From an optimization exercise on the open Yosys and OpenROAD flow, aimed at small area, a short achievable clock period and few clock cycles per item; shortcuts taken in it are not production practice.
The RTL was checked by simulation tests, not by an equivalence proof against the original design.

**flow/run.sh**
```bash
#!/bin/bash
# synth_recipe.tcl (not shown) runs the flow's synth.tcl, then flattens the netlist and writes it again
# the make line also repeats each setting of config.mk as NAME=value (left out here)
make -C /OpenROAD-flow-scripts/flow DESIGN_CONFIG=/design/flow/config.mk WORK_HOME=/design/flow/orfs CLKGATE_MAP_FILE= SYNTH_SCRIPT=/design/flow/synth_recipe.tcl finish
```
**flow/config.mk**
```make
export PLATFORM = sky130hd
export DESIGN_NAME = HT_TOP
export DESIGN_NICKNAME = HT_TOP
export VERILOG_FILES = /design/flow/design.v
export SDC_FILE = /design/flow/constraint.sdc
export NUM_CORES = 4
export LEC_CHECK = 0
export CAP_MARGIN = 20
export CORE_MARGIN = 2
export CORE_UTILIZATION = 40
export SLEW_MARGIN = 20
```
**flow/constraint.sdc**
```tcl
create_clock -name core_clock -period 26.0 [get_ports {clk}]
set_input_delay 5.2000 -clock core_clock [delete_from_list [all_inputs] [get_ports {clk}]]
set_output_delay 5.2000 -clock core_clock [all_outputs]
set_load 0.01 [all_outputs]
```
**flow/design.v**
```verilog
module SORT_IP #(parameter IP_WIDTH = 8) (
    IN_character, IN_weight,
    OUT_character
);
input [IP_WIDTH*4-1:0]  IN_character;
input [IP_WIDTH*5-1:0]  IN_weight;
output reg [IP_WIDTH*4-1:0] OUT_character;
reg [8:0] ch_wei [0:7];
integer i,j,k;
generate
    always @(*) begin
        for (k = IP_WIDTH - 1;k >= 0;k = k - 1 ) begin 
                ch_wei[IP_WIDTH - 1 - k] = {IN_character[4*k+:4],IN_weight[5*k+:5]};
        end
        for (i = 0 ; i < IP_WIDTH - 1 ; i = i + 1 ) begin 
            for (j = i ; j >= 0 ; j = j - 1 ) begin 
                if (ch_wei[j][4:0] < ch_wei[j+1][4:0]) begin
                    {ch_wei[j],ch_wei[j+1]} = {ch_wei[j+1],ch_wei[j]};
                end
            end
        end
    end
endgenerate
always @(*) begin
    case (IP_WIDTH)
        3: OUT_character = {ch_wei[0][8:5],ch_wei[1][8:5],ch_wei[2][8:5]};
        4: OUT_character = {ch_wei[0][8:5],ch_wei[1][8:5],ch_wei[2][8:5],ch_wei[3][8:5]};
        5: OUT_character = {ch_wei[0][8:5],ch_wei[1][8:5],ch_wei[2][8:5],ch_wei[3][8:5],ch_wei[4][8:5]};
        6: OUT_character = {ch_wei[0][8:5],ch_wei[1][8:5],ch_wei[2][8:5],ch_wei[3][8:5],ch_wei[4][8:5],ch_wei[5][8:5]};
        7: OUT_character = {ch_wei[0][8:5],ch_wei[1][8:5],ch_wei[2][8:5],ch_wei[3][8:5],ch_wei[4][8:5],ch_wei[5][8:5],ch_wei[6][8:5]};
        8: OUT_character = {ch_wei[0][8:5],ch_wei[1][8:5],ch_wei[2][8:5],ch_wei[3][8:5],ch_wei[4][8:5],ch_wei[5][8:5],ch_wei[6][8:5],ch_wei[7][8:5]};
        default: OUT_character = 'b0;
    endcase
end
endmodule
module HT_TOP(
    clk,
	rst_n,
	in_valid,
    in_weight, 
	out_mode,
    out_valid, 
	out_code
);
input clk, rst_n, in_valid, out_mode;
input [2:0] in_weight;
output reg out_valid, out_code;
parameter IDLE = 2'd0;
parameter INPUT = 2'd1;
parameter ENCODE = 2'd2;
parameter OUTPUT = 2'd3;
integer i;
reg [4:0] Weight [0:15]; 
reg [1:0] c_state, n_state;
reg [2:0] cnt_tree;  
reg [4:0] cnt_8;
reg [31:0] sort_in_tmp;
reg mode;
wire [39:0] sort_weight_in;
wire [31:0] sort_out_tmp;
wire [7:0] character;
reg [6:0] huffman [0:7];
reg [2:0] tree [0:7];
reg [7:0] subtree_char [0:15];
reg [3:0] subtree_num;
reg [2:0] out_char;  
reg [2:0] out_count;  
assign sort_weight_in = {Weight[sort_in_tmp[31:28]],Weight[sort_in_tmp[27:24]],Weight[sort_in_tmp[23:20]],Weight[sort_in_tmp[19:16]]
                        ,Weight[sort_in_tmp[15:12]],Weight[sort_in_tmp[11:8]],Weight[sort_in_tmp[7:4]],Weight[sort_in_tmp[3:0]]};
assign character = subtree_char[sort_out_tmp[7:4]] | subtree_char[sort_out_tmp[3:0]];                        
SORT_IP #(.IP_WIDTH(8)) sort_8 (.IN_character(sort_in_tmp),.IN_weight(sort_weight_in),.OUT_character(sort_out_tmp));
always @(posedge clk or negedge rst_n) begin  
    if (!rst_n) begin
        c_state <= IDLE;
    end else begin
        c_state <= n_state;
    end
end
always @(*) begin  
    case (c_state)
        IDLE: begin
            if (in_valid) begin
                n_state = INPUT;
            end else begin
                n_state = c_state;
            end
        end 
        INPUT: begin
            if (cnt_8 == 5'd7) begin
                n_state = ENCODE;
            end else begin
                n_state = c_state;
            end
        end 
        ENCODE:begin
            if (cnt_8 == 5'd6) begin
                n_state = OUTPUT;
            end else begin
                n_state = c_state;
            end
        end
        OUTPUT:begin
            if (cnt_tree == tree[out_char] -1'b1 && out_count == 3'd4) begin
                n_state = IDLE;
            end else begin
                n_state = c_state;
            end
        end
        default: n_state = c_state;
    endcase
end
always @(posedge clk or negedge rst_n) begin  
    if (!rst_n) begin
        Weight[15] <= 5'd31;
        for (i = 0;i < 15 ;i = i+1 ) begin
            Weight[i] <= 5'd0;
        end
    end else begin
        case (c_state)
            IDLE: begin
                if (in_valid)
                    Weight[14]  <=  in_weight;
            end
            INPUT: begin
                case (cnt_8)
                    0:begin Weight[14]   <=  in_weight; end 
                    1:begin Weight[13]   <=  in_weight; end 
                    2:begin Weight[12]   <=  in_weight; end 
                    3:begin Weight[11]   <=  in_weight; end 
                    4:begin Weight[10]   <=  in_weight; end 
                    5:begin Weight[9]    <=  in_weight; end 
                    6:begin Weight[8]    <=  in_weight; end  
                    7:begin Weight[7]    <=  in_weight; end 
                    default: Weight[0] <= Weight[0];
                endcase
            end
            ENCODE:begin
                case (cnt_8)
                    0,1,2,3,4,5,6: begin Weight[subtree_num] <= Weight[sort_out_tmp[7:4]] + Weight[sort_out_tmp[3:0]]; end 
                    default: begin end
                endcase
            end
            default: Weight[0] <= Weight[0];
        endcase
    end
end
always @(posedge clk or negedge rst_n) begin  
    if (!rst_n) begin
        sort_in_tmp <= 32'b0;
    end else begin
        case (c_state)
            IDLE: begin
                sort_in_tmp <= {4'd14,4'd13,4'd12,4'd11,4'd10,4'd9,4'd8,4'd7};
            end
            ENCODE:begin
                case (cnt_8)
                    0,1,2,3,4,5,6: begin
                        sort_in_tmp <= {4'd15,sort_out_tmp[31:8],subtree_num};
                    end
                    default: sort_in_tmp <= sort_in_tmp;
                endcase
            end
            default: sort_in_tmp <= sort_in_tmp;
        endcase
    end
end
always @(posedge clk or negedge rst_n) begin  
    if (!rst_n) begin
        mode <= 1'b0;
    end else begin
        if (c_state == IDLE && c_state != n_state)
            mode <= out_mode;
        else
            mode <= mode;    
    end
end
always @(*) begin  
    case ({mode,out_count})
        4'b0000: begin out_char = 3'd3;  end
        4'b0001: begin out_char = 3'd2;  end
        4'b0010: begin out_char = 3'd1;  end
        4'b0011: begin out_char = 3'd0;  end
        4'b0100: begin out_char = 3'd4;  end
        4'b1000: begin out_char = 3'd3;  end
        4'b1001: begin out_char = 3'd5;  end
        4'b1010: begin out_char = 3'd2;  end
        4'b1011: begin out_char = 3'd7;  end
        4'b1100: begin out_char = 3'd6;  end
        default: begin out_char = 3'd0;  end
    endcase
end
always @(posedge clk or negedge rst_n) begin  
    if (!rst_n) begin
        cnt_8 <= 3'd0;
    end else begin
        case (c_state)
            IDLE: begin
                if (in_valid)
                    cnt_8 <= cnt_8 + 1'b1;
                else 
                    cnt_8 <= 3'd0;    
            end
            INPUT: begin 
                if (c_state != n_state)
                    cnt_8 <= 3'd0;
                else
                    cnt_8 <= cnt_8 + 1'b1;    
            end
            ENCODE: begin
               if (cnt_8 == 5'd7) begin
                    cnt_8 <= 5'd0;
               end else begin
                    cnt_8 <= cnt_8 + 1'b1; 
               end      
            end
            OUTPUT: begin 
                cnt_8 <= cnt_8 + 1'b1; 
            end    
            default: cnt_8 <= 3'd0;
        endcase
    end
end
always @(posedge clk or negedge rst_n) begin  
    if (!rst_n) begin
        cnt_tree <= 3'd0;
    end else begin
        case (c_state)
            OUTPUT: begin 
                if (cnt_tree == tree[out_char] -1'b1) begin
                    cnt_tree <= 3'd0;
                end else begin
                    cnt_tree <= cnt_tree + 1'b1;
                end 
            end    
            default: cnt_tree <= 3'd0;
        endcase
    end
end
always @(posedge clk or negedge rst_n) begin  
    if (!rst_n) begin
        out_count <= 3'd0;
    end else begin
        case (c_state)
            OUTPUT: begin 
                if(cnt_tree == tree[out_char] -1'b1)
                    out_count <= out_count + 1'b1; 
                else 
                    out_count <= out_count;    
            end    
            default: out_count <= 3'd0;
        endcase
    end
end
always @(posedge clk or negedge rst_n) begin  
    if (!rst_n) begin
        for (i = 0;i < 8 ;i = i + 1 ) begin
            huffman[i] <= 7'b0;
        end
    end else begin
        case (c_state)
            IDLE:begin
                for (i = 0;i < 8 ;i = i + 1 ) begin
                    huffman[i] <= 7'b0;
                end
            end
            ENCODE: begin
                case (cnt_8)
                    0,1,2,3,4,5,6: begin
                        if (subtree_char[sort_out_tmp[7:4]][7] == 1'b1)      begin  huffman[7] <= {huffman[7][5:0],1'b0}; end 
                        else if (subtree_char[sort_out_tmp[3:0]][7] == 1'b1) begin  huffman[7] <= {huffman[7][5:0],1'b1}; end
                        else begin huffman[7] <= huffman[7];end
                        if (subtree_char[sort_out_tmp[7:4]][6] == 1'b1)      begin  huffman[6] <= {huffman[6][5:0],1'b0}; end 
                        else if (subtree_char[sort_out_tmp[3:0]][6] == 1'b1) begin  huffman[6] <= {huffman[6][5:0],1'b1}; end
                        else begin huffman[6] <= huffman[6];end
                        if (subtree_char[sort_out_tmp[7:4]][5] == 1'b1)      begin  huffman[5] <= {huffman[5][5:0],1'b0}; end 
                        else if (subtree_char[sort_out_tmp[3:0]][5] == 1'b1) begin  huffman[5] <= {huffman[5][5:0],1'b1}; end
                        else begin huffman[5] <= huffman[5];end
                        if (subtree_char[sort_out_tmp[7:4]][4] == 1'b1)      begin  huffman[4] <= {huffman[4][5:0],1'b0}; end 
                        else if (subtree_char[sort_out_tmp[3:0]][4] == 1'b1) begin  huffman[4] <= {huffman[4][5:0],1'b1}; end
                        else begin huffman[4] <= huffman[4];end
                        if (subtree_char[sort_out_tmp[7:4]][3] == 1'b1)      begin  huffman[3] <= {huffman[3][5:0],1'b0}; end 
                        else if (subtree_char[sort_out_tmp[3:0]][3] == 1'b1) begin  huffman[3] <= {huffman[3][5:0],1'b1}; end
                        else begin huffman[3] <= huffman[3];end
                        if (subtree_char[sort_out_tmp[7:4]][2] == 1'b1)      begin  huffman[2] <= {huffman[2][5:0],1'b0}; end 
                        else if (subtree_char[sort_out_tmp[3:0]][2] == 1'b1) begin  huffman[2] <= {huffman[2][5:0],1'b1}; end
                        else begin huffman[2] <= huffman[2];end
                        if (subtree_char[sort_out_tmp[7:4]][1] == 1'b1)      begin  huffman[1] <= {huffman[1][5:0],1'b0}; end 
                        else if (subtree_char[sort_out_tmp[3:0]][1] == 1'b1) begin  huffman[1] <= {huffman[1][5:0],1'b1}; end
                        else begin huffman[1] <= huffman[1];end
                        if (subtree_char[sort_out_tmp[7:4]][0] == 1'b1)      begin  huffman[0] <= {huffman[0][5:0],1'b0}; end 
                        else if (subtree_char[sort_out_tmp[3:0]][0] == 1'b1) begin  huffman[0] <= {huffman[0][5:0],1'b1}; end
                        else begin huffman[0] <= huffman[0];end
                    end
                    default: begin end
                endcase
            end
            default: begin end
        endcase
    end
end
always @(posedge clk or negedge rst_n) begin  
    if (!rst_n) begin
        for (i = 0;i < 8 ;i = i + 1 ) begin
            tree[i] <= 3'b0;
        end
    end else begin
        case (c_state)
            IDLE:begin
                for (i = 0;i < 8 ;i = i + 1 ) begin
                    tree[i] <= 3'b0;
                end 
            end
            ENCODE: begin
                case (cnt_8)
                    0,1,2,3,4,5,6: begin
                        if (subtree_char[sort_out_tmp[7:4]][7] == 1'b1)      begin  tree[7] <= tree[7] + 1'b1; end 
                        else if (subtree_char[sort_out_tmp[3:0]][7] == 1'b1) begin  tree[7] <= tree[7] + 1'b1; end
                        else begin tree[7] <= tree[7];end
                        if (subtree_char[sort_out_tmp[7:4]][6] == 1'b1)      begin  tree[6] <= tree[6] + 1'b1; end 
                        else if (subtree_char[sort_out_tmp[3:0]][6] == 1'b1) begin  tree[6] <= tree[6] + 1'b1; end
                        else begin tree[6] <= tree[6];end
                        if (subtree_char[sort_out_tmp[7:4]][5] == 1'b1)      begin  tree[5] <= tree[5] + 1'b1; end 
                        else if (subtree_char[sort_out_tmp[3:0]][5] == 1'b1) begin  tree[5] <= tree[5] + 1'b1; end
                        else begin tree[5] <= tree[5];end
                        if (subtree_char[sort_out_tmp[7:4]][4] == 1'b1)      begin  tree[4] <= tree[4] + 1'b1; end 
                        else if (subtree_char[sort_out_tmp[3:0]][4] == 1'b1) begin  tree[4] <= tree[4] + 1'b1; end
                        else begin tree[4] <= tree[4];end
                        if (subtree_char[sort_out_tmp[7:4]][3] == 1'b1)      begin  tree[3] <= tree[3] + 1'b1; end 
                        else if (subtree_char[sort_out_tmp[3:0]][3] == 1'b1) begin  tree[3] <= tree[3] + 1'b1; end
                        else begin tree[3] <= tree[3];end
                        if (subtree_char[sort_out_tmp[7:4]][2] == 1'b1)      begin  tree[2] <= tree[2] + 1'b1; end 
                        else if (subtree_char[sort_out_tmp[3:0]][2] == 1'b1) begin  tree[2] <= tree[2] + 1'b1; end
                        else begin tree[2] <= tree[2];end
                        if (subtree_char[sort_out_tmp[7:4]][1] == 1'b1)      begin  tree[1] <= tree[1] + 1'b1; end 
                        else if (subtree_char[sort_out_tmp[3:0]][1] == 1'b1) begin  tree[1] <= tree[1] + 1'b1; end
                        else begin tree[1] <= tree[1];end
                        if (subtree_char[sort_out_tmp[7:4]][0] == 1'b1)      begin  tree[0] <= tree[0] + 1'b1; end 
                        else if (subtree_char[sort_out_tmp[3:0]][0] == 1'b1) begin  tree[0] <= tree[0] + 1'b1; end
                        else begin tree[0] <= tree[0];end
                    end
                    default: begin end
                endcase
            end
            default: begin end
        endcase
    end
end
always @(posedge clk or negedge rst_n) begin  
    if (!rst_n) begin
        subtree_char[15] <= 8'b0;
        subtree_char[14] <= 8'b1000_0000;
        subtree_char[13] <= 8'b0100_0000;
        subtree_char[12] <= 8'b0010_0000;
        subtree_char[11] <= 8'b0001_0000;
        subtree_char[10] <= 8'b0000_1000;
        subtree_char[9]  <= 8'b0000_0100;
        subtree_char[8]  <= 8'b0000_0010;
        subtree_char[7]  <= 8'b0000_0001;
        for (i = 0;i < 7 ;i = i + 1 ) begin
            subtree_char[i] <= 8'b0;
        end
    end else begin
        case (c_state)
            IDLE:begin
                subtree_char[15] <= 8'b0;
                subtree_char[14] <= 8'b1000_0000;
                subtree_char[13] <= 8'b0100_0000;
                subtree_char[12] <= 8'b0010_0000;
                subtree_char[11] <= 8'b0001_0000;
                subtree_char[10] <= 8'b0000_1000;
                subtree_char[9]  <= 8'b0000_0100;
                subtree_char[8]  <= 8'b0000_0010;
                subtree_char[7]  <= 8'b0000_0001;
                for (i = 0;i < 7 ;i = i + 1 ) begin
                    subtree_char[i] <= 8'b0;
                end
            end
            ENCODE: begin
                case (cnt_8)
                    0: begin subtree_char[6] <= character; end
                    1: begin subtree_char[5] <= character; end
                    2: begin subtree_char[4] <= character; end
                    3: begin subtree_char[3] <= character; end
                    4: begin subtree_char[2] <= character; end
                    5: begin subtree_char[1] <= character; end
                    6: begin subtree_char[0] <= character; end
                    default: begin end
                endcase
            end
            default: begin end
        endcase
    end
end
always @(*) begin  
    case (c_state)
        ENCODE: begin
            case (cnt_8)
                0: subtree_num = 3'd6;
                1: subtree_num = 3'd5;
                2: subtree_num = 3'd4;
                3: subtree_num = 3'd3;
                4: subtree_num = 3'd2;
                5: subtree_num = 3'd1;
                6: subtree_num = 3'd0;
                default: subtree_num = 3'd0;
            endcase
        end
        default: subtree_num = 3'd0;
    endcase
end
always @(*) begin  
    if (!rst_n) begin
        out_valid = 1'b0;
    end else begin
        if (c_state == OUTPUT) begin
            out_valid = 1'b1;
        end else begin
            out_valid = 1'b0;
        end
    end
end
always @(*) begin  
    if (!rst_n) begin
        out_code = 1'b0;
    end else begin
        if (c_state == OUTPUT) begin
            out_code = huffman[out_char][cnt_tree];
        end else begin
            out_code = 1'b0;
        end
    end
end
endmodule
```
==> run summary <==
==> sequential cells by signal (all words and copies together), names as in the netlist <==
name / flops
c_state: 2
huffman: 56
Weight: 61
cnt_tree: 3
mode: 1
out_count: 3
cnt_8: 5
subtree_char: 56
tree: 24
sort_in_tmp: 29
==> routing by layer <==
layer	wire length [µm]	up-vias	global-route usage [%]
met2	43350	1417	44.06
met5	13	-	0
met1	43000	12890	39.80
met4	5327	2	12.87
li1	-	12365	-
met3	9999	350	6.756
==> cell usage in the layout, fill, tap and decap left out, types with 10 or more instances in the layout <==
cell	count
a22oi_1	78
or2_2	28
a21oi_1	247
nand2_1	313
clkbuf_16	27
ha_1	106
mux2i_1	207
mux2_2	119
nand4_1	23
o21a_1	37
a211o_1	10
o22ai_1	59
nand3b_1	16
dfrtp_1	236
xnor2_1	15
a22o_1	166
buf_4	105
o21ai_0	248
o211ai_1	21
a221oi_1	28
a21o_1	48
a211oi_1	24
and3_1	26
nor2_1	304
o221ai_1	20
a311oi_1	12
a31oi_1	51
o32ai_1	10
o31ai_1	20
inv_1	138
nand3_1	70
o22a_1	14
nand2b_1	25
o21ai_1	15
nor3_1	41
a222oi_1	13
nor2b_1	22
and2_1	25
==> cell usage after synthesis (all sizes together) (10+ instances only) <==
cell type,n
a211o,12
a211oi,33
a21o,48
a21oi,254
a221oi,32
a222oi,13
a22o,166
a22oi,78
a2bb2oi,10
a311oi,12
a31oi,52
and2,25
and3,26
buf,53
clkbuf,191
dfrtp,240
ha,106
inv,140
mux2,127
mux2i,210
nand2,314
nand2b,26
nand3,70
nand3b,16
nand4,23
nor2,306
nor2b,22
nor3,43
o211ai,24
o21a,37
o21ai,268
o221ai,20
o22a,14
o22ai,59
o31ai,25
o32ai,10
or2,31
xnor2,15
==> cells by family after synthesis <==
family | Yosys count
flip-flops | 240
AND/OR/NAND/NOR | 943
adder cells (fa/ha/maj) | 116
buffers and inverters | 386
AO/OA/AOI/OAI | 1267
XOR/XNOR | 24
multiplexers | 344
==> how the worst max path moves through the flow <==
stage	startpoint	endpoint	slack (ps)	cells past startpoint
3_5_place_dp	sort_in_tmp[27]$_DFFE_PN0P_	sort_in_tmp[21]$_DFFE_PN0P_	160	97
6_report	sort_in_tmp[26]$_DFFE_PN0P_	sort_in_tmp[27]$_DFFE_PN0P_	1570	98
5_1_grt	sort_in_tmp[26]$_DFFE_PN0P_	sort_in_tmp[27]$_DFFE_PN0P_	-40	98
3_3_place_gp	sort_in_tmp[27]$_DFFE_PN0P_	sort_in_tmp[27]$_DFFE_PN0P_	850	98
2_1_floorplan	sort_in_tmp[26]$_DFFE_PN0P_	sort_in_tmp[21]$_DFFE_PN0P_	990	114
4_1_cts	sort_in_tmp[27]$_DFFE_PN0P_	sort_in_tmp[21]$_DFFE_PN0P_	110	97
==> what timing repair did <==
| item | in CTS | in global routing |
|---|---|---|
| endpoints found under the setup margin | 0 | 9 |
| gates resized for setup | 0 | 28 |
| buffers inserted | 0 | 5 |
==> area by class of cell <==
class                   count  area, µm²
well taps                 855       1070
multi-input cells        2695      18720
flip-flops and latches    240       6011
clock inverters            12      150.1
inverters                 142      533.0
fillers                  6568      36320
clock buffers              35      765.7
repair buffers            114      888.4
diodes                      2      5.005
==> per-stage QoR <==
step / utilization, % / worst slack (ps) / hold slack, ps
after global routing: 43.66 / -44.73 / 523.1
after CTS: 43.39 / 105.3 / 512.1
after detailed placement: 41.96 / 159.2 / 492.7
final: 43.66 / 1570 / 509.9
after global placement: 41.96 / 853.6 / 491.2
after floorplan: - / 989.3 / 467.7
==> key figures <==
Worst setup path
  • Max incr delay on CP: roughly 640 ps
  • Crit path max-delay family: compound AO/OA/AOI/OAI gates
  • R2r endpoint: sort_in_tmp[27]$_DFFE_PN0P_
  • Worst setup SP type: register
  • Cell depth of the worst flop-to-flop path: approximately 100
  • CP Buf/Inv Count: 8
  • CP dominant cell by count: a21o_1
  • Reg2reg start: sort_in_tmp[26]$_DFFE_PN0P_
  • Reg2reg setup slack: around 1600 ps
  • CP required: 26440 ps
  • Crit Path Max Fanout: 24
  • CP max-delay cell: a2111o_2
  • WP data arrival: about 25000 ps
  • Crit path capture type: register
  • Setup CP Type: register to register

Clock tree
  • H-tree lvl count: 1
  • Clock sink count: 240
  • TritonCTS Buffers: 27
  • Worst-Skew Late Latency: about 570 ps
  • Hold_buf cts: 0
  • CTS tree: yes
  • Clock buffer depth: 3
  • Clock slew at reported path FFs: 60 ps
  • Clk root buf: clkbuf_16

Synth
  • Post-synthesis adder-cell area fraction: around 5.5%
  • Syn Area/Cell: around 7.9 µm²
  • Mux share of post-synthesis cell area: between 10 and 15%
  • Xor/xnor share of the synthesized area: 0.8064%
  • Cells after Synth: ~3300
  • Simple-gate share of the synthesized area: approximately 17%
  • Leading area contributor after synthesis: dfrtp_1
  • Register area share after synthesis: between 20% and 30%
  • Compound-Gate Fraction of Synth Area: around a third
  • Ranking of synthesized cells by area: dfrtp_1 23%, mux2i_1 7.9%, a22o_1 5.6%, mux2_2 5.1%, ha_1 5.1%
  • Synth unique cells: 114
  • Syn_nets: roughly 3400
  • Synth top area share: a little under a quarter
  • Largest family of logic cells by synthesized area: compound AO/OA/AOI/OAI gates
  • Syn Std Cell Area: 26070 µm²
  • FFs w/ async S/R, synth: between 90% and 100%
  • #FFs+latches synth: 240
  • Post-synth top flop: dfrtp_1
  • Warnings, synthesis: 7
  • Post-synth EDFFs: 0

Die
  • Initial Util: roughly two fifths
  • Cell Rows: 93
  • Ports: 9
  • Die H: 259.3 µm
  • Die area: 67230 µm²
  • Area of the core: between 60000 and 70000 µm²
  • DIE WIDTH: 259.3 µm

Placed design
  • # placed instances: 4039
  • RePlAce Congestion: between 1 and 1.5
  • DP Wirelength: 74.20 mm
  • Number of port buffers: 8
  • Area after DPL: between 20000 and 30000 µm²

STA
  • Final hold vios: 0
  • Setup violators final: 0
  • Period utilisation layout: between 90% and 100%
  • Setup Skew: between 15 and 20 ps
  • Fin Setup TNS: 0 ps
  • Worst slew margin: between 20% and 30%
  • Final min period: 24430 ps
  • Tightest Pin Transition: about 1100 ps
  • Fmax: 40.93 MHz
  • Final max-slew violation count: 0

Final layout
  • Area delta synth->final: 7.977%
  • Nets@finish: between 3000 and 4000
  • Fraction of layout cells with a size suffix above 1: 12.11%
  • Final instance area: around 28000 µm²
  • Fin cells: between 4000 and 5000

GRT
  • Vias in the first global route: between 20000 and 25000
  • Grt total ovfl: 0
  • Initial antenna violation count: 4
  • Pin count of the biggest net entering global routing: slightly below 70
  • First-pass GRT wire length: around 150 mm
  • GRT Overall Usage: ~29%

Drt
  • 1st-iter DRT viols: around 3600
  • Drt wl/cell: around 25 µm
  • DRC viols: 0
  • DRT Wirelength: 101.7 mm
  • DR pass1 iterations: 9
  • Antenna Nets Post-Route: 0
  • Via count: roughly 27000
  • Avg Vias per Cell: about 6.6

Min path
  • Hold path endpoint: huffman[7][6]$_DFFE_PN0P_
  • HP Start: huffman[7][6]$_DFFE_PN0P_
  • Worst min path class: register to register
  • Hold path depth: 1

Job
  • MaxCap Viol Count: 0

Status
  • Status: finished clean
Testbench counts, summed over its fixed seeds: cycles 80,215, items 2,400.

## static timing again, ports no longer ideal
Ports are ideal in the flow. The routed layout listed here was re-timed in OpenROAD. Step 1 sets driving cells, clkbuf_16 on the clock port and buf_2 on the other inputs (assumed; they add their load-dependent delay and slew). Step 2 also shifts input and output timing later by t, the mid clock arrival at the registers, as if the neighbouring blocks saw the same clock. a / b / c = ideal / step 1 / step 2; a / b = the first two.
t, ns: 0.612
setup WS [ns]: 1.570 / 1.570 / 1.570
worst register clock-pin slew, ns: 0.07 / 0.07
After both steps this run still meets setup and hold. For this run, drivers alone change the setup slack by 0.000 ns; drivers and shift together by 0.000 ns.
